What follows belongs to an exercise in optimizing a design on an open flow for small area; a production flow would make more cautious choices. In this exercise RTL edits were held to simulation tests only and were not proved equivalent to the original. The clock input has no modelled driver; a real chip could not lean on it and would need a root buffer or a full tree.

lane 1:
## sqrt_u32
module sqrt_u32 (
    input  wire        clk,
    input  wire        rst_n,
    input  wire        valid_in,
    input  wire [31:0] data_i,
    output wire        valid_out,
    output wire [15:0] data_o
);
Size: ~1000 cells after synthesis, about 68 flip-flops, ~6000 µm² of cells after synthesis.
==> flow/config.mk <==
export PLATFORM = sky130hd
export DESIGN_NAME = sqrt_u32
export DESIGN_NICKNAME = sqrt_u32
export VERILOG_FILES = /design/flow/design.v
export SDC_FILE = /design/flow/constraint.sdc
export NUM_CORES = 4
export LEC_CHECK = 0
export ABC_AREA = 1
export CAP_MARGIN = 20
export CORE_MARGIN = 2
export CORE_UTILIZATION = 55
export CTS_BUF_LIST = sky130_fd_sc_hd__clkbuf_8
export GPL_TIMING_DRIVEN = 0
export PLACE_DENSITY = 0.65
export SETUP_SLACK_MARGIN = -0.55
export SLEW_MARGIN = 20
==> flow/constraint.sdc <==
create_clock -name core_clock -period 9.0 [get_ports {clk}]
set_input_delay 1.8000 -clock core_clock [delete_from_list [all_inputs] [get_ports {clk}]]
set_output_delay 1.8000 -clock core_clock [all_outputs]
set_load 0.01 [all_outputs]
standard.sh (not shown) runs the stock make flow with config.mk's settings and CLKGATE_MAP_FILE= SYNTH_SCRIPT=/design/flow/synth_recipe.tcl, a recipe that flattens the netlist after the stock synthesis.
==> flow/flow/run.sh <==
#!/bin/bash
# Standard layout (standard.sh) with its own logic mapping:
# - synthesis keeps the pipeline-stage modules apart until after ABC (SYNTH_HIERARCHICAL=1)
#   and maps each with its own ABC script (flow/*.abc), so a stage with timing to spare is
#   mapped for area and one without is mapped for speed; the standard flow's synthesis script then
#   flattens the design as usual (no pass-through buffers: SYNTH_INSBUF=0). The registers all
#   sit in the top module, as in the RTL.
# - Yosys's full-adder extraction is skipped (ADDER_MAP_FILE empty), so ABC maps the carry
#   chains itself.
# - input and output ports get the smallest buffer (buf_1).
export BUFFER_PORTS_ARGS="-buffer_cell sky130_fd_sc_hd__buf_1"
# - clock tree without dummy loads.
export CTS_ARGS="-sink_clustering_enable -repair_clock_nets -buf_list sky130_fd_sc_hd__clkbuf_8 -dont_use_dummy_load"
# - after clock tree synthesis, registers of nearby clock-tree leaf buffers are moved onto one
#   buffer until 5 leaf buffers remain (flow/merge_clk.tcl, ORFS's POST_CTS_TCL hook).
set -euo pipefail
here=$(pwd)
sed 's|^\(\s*\)log_cmd abc {\*}$abc_args|\1source $::env(MY_ABC_TCL)|' \
  "$FLOW_HOME/scripts/synth.tcl" > "$here/synth_abc.tcl"
grep -q 'MY_ABC_TCL' "$here/synth_abc.tcl"
sed "s|\$::env(SCRIPTS_DIR)/synth.tcl|$here/synth_abc.tcl|" synth_recipe.tcl > "$here/synth_recipe_abc.tcl"
grep -q synth_abc.tcl "$here/synth_recipe_abc.tcl"
sed "s|SYNTH_SCRIPT=[^ ]*|SYNTH_SCRIPT=$here/synth_recipe_abc.tcl|" standard.sh > "$here/standard_abc.sh"
export POST_CTS_TCL="$here/flow/merge_clk.tcl"
export ADDER_MAP_FILE=
export SYNTH_HIERARCHICAL=1
export SYNTH_INSBUF=0
export MY_ABC_TCL="$here/flow/abc_per_module.tcl"
export MY_ABC_MOD=" sqrt_seg0 $here/flow/t6.abc sqrt_seg1 $here/flow/u3.abc sqrt_seg2 $here/flow/s11.abc"
bash "$here/standard_abc.sh" > standard.log 2>&1
==> flow/flow/t6.abc <==
strash
dc2
dch
map -B 0.9
topo
stime -c
buffer -c
dnsize -c
Other scripts of this flow, unchanged in this note and not shown: flow/flow/abc_per_module.tcl, flow/flow/merge_clk.tcl, flow/flow/s11.abc, flow/flow/u3.abc
Edits applied to the flow inputs when going from lane 1 to lane 2:
- swapping -0.55 for -0.77 in SETUP_SLACK_MARGIN
diff --git a/flow/flow/run.sh b/flow/flow/run.sh
--- a/flow/flow/run.sh
+++ b/flow/flow/run.sh
@@ -14,4 +14,6 @@
 # - after clock tree synthesis, registers of nearby clock-tree leaf buffers are moved onto one
 #   buffer until 5 leaf buffers remain (flow/merge_clk.tcl, ORFS's POST_CTS_TCL hook).
+# - timing repair uses only these moves: sizeup,swap,buffer.
+export SETUP_MOVE_SEQUENCE="sizeup,swap,buffer"
 set -euo pipefail
 here=$(pwd)
@@ -27,4 +29,4 @@
 export SYNTH_INSBUF=0
 export MY_ABC_TCL="$here/flow/abc_per_module.tcl"
-export MY_ABC_MOD=" sqrt_seg0 $here/flow/t6.abc sqrt_seg1 $here/flow/u3.abc sqrt_seg2 $here/flow/s11.abc"
+export MY_ABC_MOD=" sqrt_seg0 $here/flow/u3.abc sqrt_seg1 $here/flow/u3.abc sqrt_seg2 $here/flow/s11.abc"
 bash "$here/standard_abc.sh" > standard.log 2>&1
removed: flow/flow/t6.abc
Cells: lane 2 has fewer instances than lane 1. Row routed metal-1 wirelength: lane 2 lower / lane 1 higher. Summary of lane 2 over lane 1: final critical-path share of the clock period rose 0.45 points; number of ports placed on the die boundary closely matched the old numbers; logic depth of the worst setup path including buffers went up. Lane 2: worst-case reg-to-reg path depth is 10 higher than what lane 1 reported.
Changes in lane 3 relative to lane 2:
- swapping -0.77 for -0.55 in SETUP_SLACK_MARGIN
diff --git a/flow/flow/run.sh b/flow/flow/run.sh
--- a/flow/flow/run.sh
+++ b/flow/flow/run.sh
@@ -14,6 +14,6 @@
 # - after clock tree synthesis, registers of nearby clock-tree leaf buffers are moved onto one
 #   buffer until 5 leaf buffers remain (flow/merge_clk.tcl, ORFS's POST_CTS_TCL hook).
-# - timing repair uses only these moves: sizeup,swap,buffer.
-export SETUP_MOVE_SEQUENCE="sizeup,swap,buffer"
+# - timing repair uses only these moves: sizeup,buffer.
+export SETUP_MOVE_SEQUENCE="sizeup,buffer"
 set -euo pipefail
 here=$(pwd)
@@ -29,4 +29,4 @@
 export SYNTH_INSBUF=0
 export MY_ABC_TCL="$here/flow/abc_per_module.tcl"
-export MY_ABC_MOD=" sqrt_seg0 $here/flow/u3.abc sqrt_seg1 $here/flow/u3.abc sqrt_seg2 $here/flow/s11.abc"
+export MY_ABC_MOD=" sqrt_seg0 $here/flow/t6.abc sqrt_seg1 $here/flow/u3.abc sqrt_seg2 $here/flow/s11.abc"
 bash "$here/standard_abc.sh" > standard.log 2>&1
==> flow/flow/t6.abc (new file) <==
strash
dc2
dch
map -B 0.9
topo
stime -c
buffer -c
dnsize -c
Findings:
- Comparing lane 2 with lane 3, the total vias in the final route came out essentially unchanged.
- Lane 3 and lane 2 ended up with roughly the same area after detailed placement.
- Lane 2 vs lane 3, cell at the slowest stage of the critical path: sky130_fd_sc_hd__xor2_1 vs sky130_fd_sc_hd__buf_4
- Lane 3 went all the way through the flow, and no timing, DRC or antenna check failed.
- Lane 2 finished every stage and its layout cleared the timing, DRC and antenna checks.
- Taking lane 2 as the reference point, the utilization of lane 3 rises by 1.3 points.
- Hold slack of lane 3 is on par with lane 2.
- Relative slew slack ends up higher on lane 2.
## Diff of input files: lane 4 against lane 3
- an added TNS_END_PERCENT of 0
diff --git a/flow/flow/run.sh b/flow/flow/run.sh
--- a/flow/flow/run.sh
+++ b/flow/flow/run.sh
@@ -14,6 +14,6 @@
 # - after clock tree synthesis, registers of nearby clock-tree leaf buffers are moved onto one
 #   buffer until 5 leaf buffers remain (flow/merge_clk.tcl, ORFS's POST_CTS_TCL hook).
-# - timing repair uses only these moves: sizeup,buffer.
-export SETUP_MOVE_SEQUENCE="sizeup,buffer"
+# - timing repair uses only these moves: sizeup,swap,buffer.
+export SETUP_MOVE_SEQUENCE="sizeup,swap,buffer"
 set -euo pipefail
 here=$(pwd)
Lane 4 vs lane 3 on final critical delay including setup and external delays: lane 4 is the higher one. Compared lane 3 against lane 4; final cycle utilization of the critical path within noise. Lane 4 falls short of lane 3 in number of DRC markers after the initial detailed-route iteration. Signed area change from the synthesized netlist to the final layout (higher): lane 3.
Input-level comparison between lane 5 and lane 4:
- a change of SETUP_SLACK_MARGIN from -0.55 to -0.7
- a deleted TNS_END_PERCENT that had been 0
diff --git a/flow/flow/run.sh b/flow/flow/run.sh
--- a/flow/flow/run.sh
+++ b/flow/flow/run.sh
@@ -29,4 +29,4 @@
 export SYNTH_INSBUF=0
 export MY_ABC_TCL="$here/flow/abc_per_module.tcl"
-export MY_ABC_MOD=" sqrt_seg0 $here/flow/t6.abc sqrt_seg1 $here/flow/u3.abc sqrt_seg2 $here/flow/s11.abc"
+export MY_ABC_MOD=" sqrt_seg0 $here/flow/u3.abc sqrt_seg1 $here/flow/u3.abc sqrt_seg2 $here/flow/s11.abc"
 bash "$here/standard_abc.sh" > standard.log 2>&1
removed: flow/flow/t6.abc
Notes after the runs:
Lane 5 did not stop at any stage, and its layout met the timing, DRC and antenna checks. From lane 4 to lane 5 the numbers moved as follows: routed wire length on met2 shrank by about 5%; maximum frequency essentially unchanged; effective utilization at floorplan has remained practically unchanged. NOTE: critical path depth in lane 5 falls short of that of lane 4. In lane 5 relative to lane 4, count of filler cells inserted in the layout had gone up slightly. Lane 5 against lane 4: worst setup slack after layout has increased, fraction of final layout cells sized beyond drive strength 1 has decreased.

port drivers added, routing unchanged:
How much do the figures lean on ideal ports? The routed layouts below were timed once more, with nothing changed but the port constraints. Step 1: set_driving_cell puts a clkbuf_16 on clk and a buf_2 on each other input, an assumption about the parent block. Step 2 also shifts input and output timing later by t, the mid clock arrival at the registers, as if the neighbouring blocks saw the same clock. Three values: ideal ports, drivers, drivers and shift; two values: the first two.
run | shift t [ns] | slack for setup (ns) | latest minus earliest clock arrival (ns)
lane 1 | 0.351 | 0.309 / 0.316 / -0.035 | 0.046 / 0.046
lane 2 | 0.350 | 0.268 / 0.278 / -0.072 | 0.049 / 0.049
lane 3 | 0.351 | 0.281 / 0.289 / -0.062 | 0.044 / 0.044
lane 4 | 0.354 | 0.269 / 0.276 / -0.078 | 0.044 / 0.044
lane 5 | 0.352 | 0.288 / 0.299 / -0.052 | 0.051 / 0.051
Met with ideal ports but missed after step 2: setup timing in every run listed. The setup slack of lane 4, which loses most, moves by +0.007 ns with the drivers and by -0.347 ns with both steps.
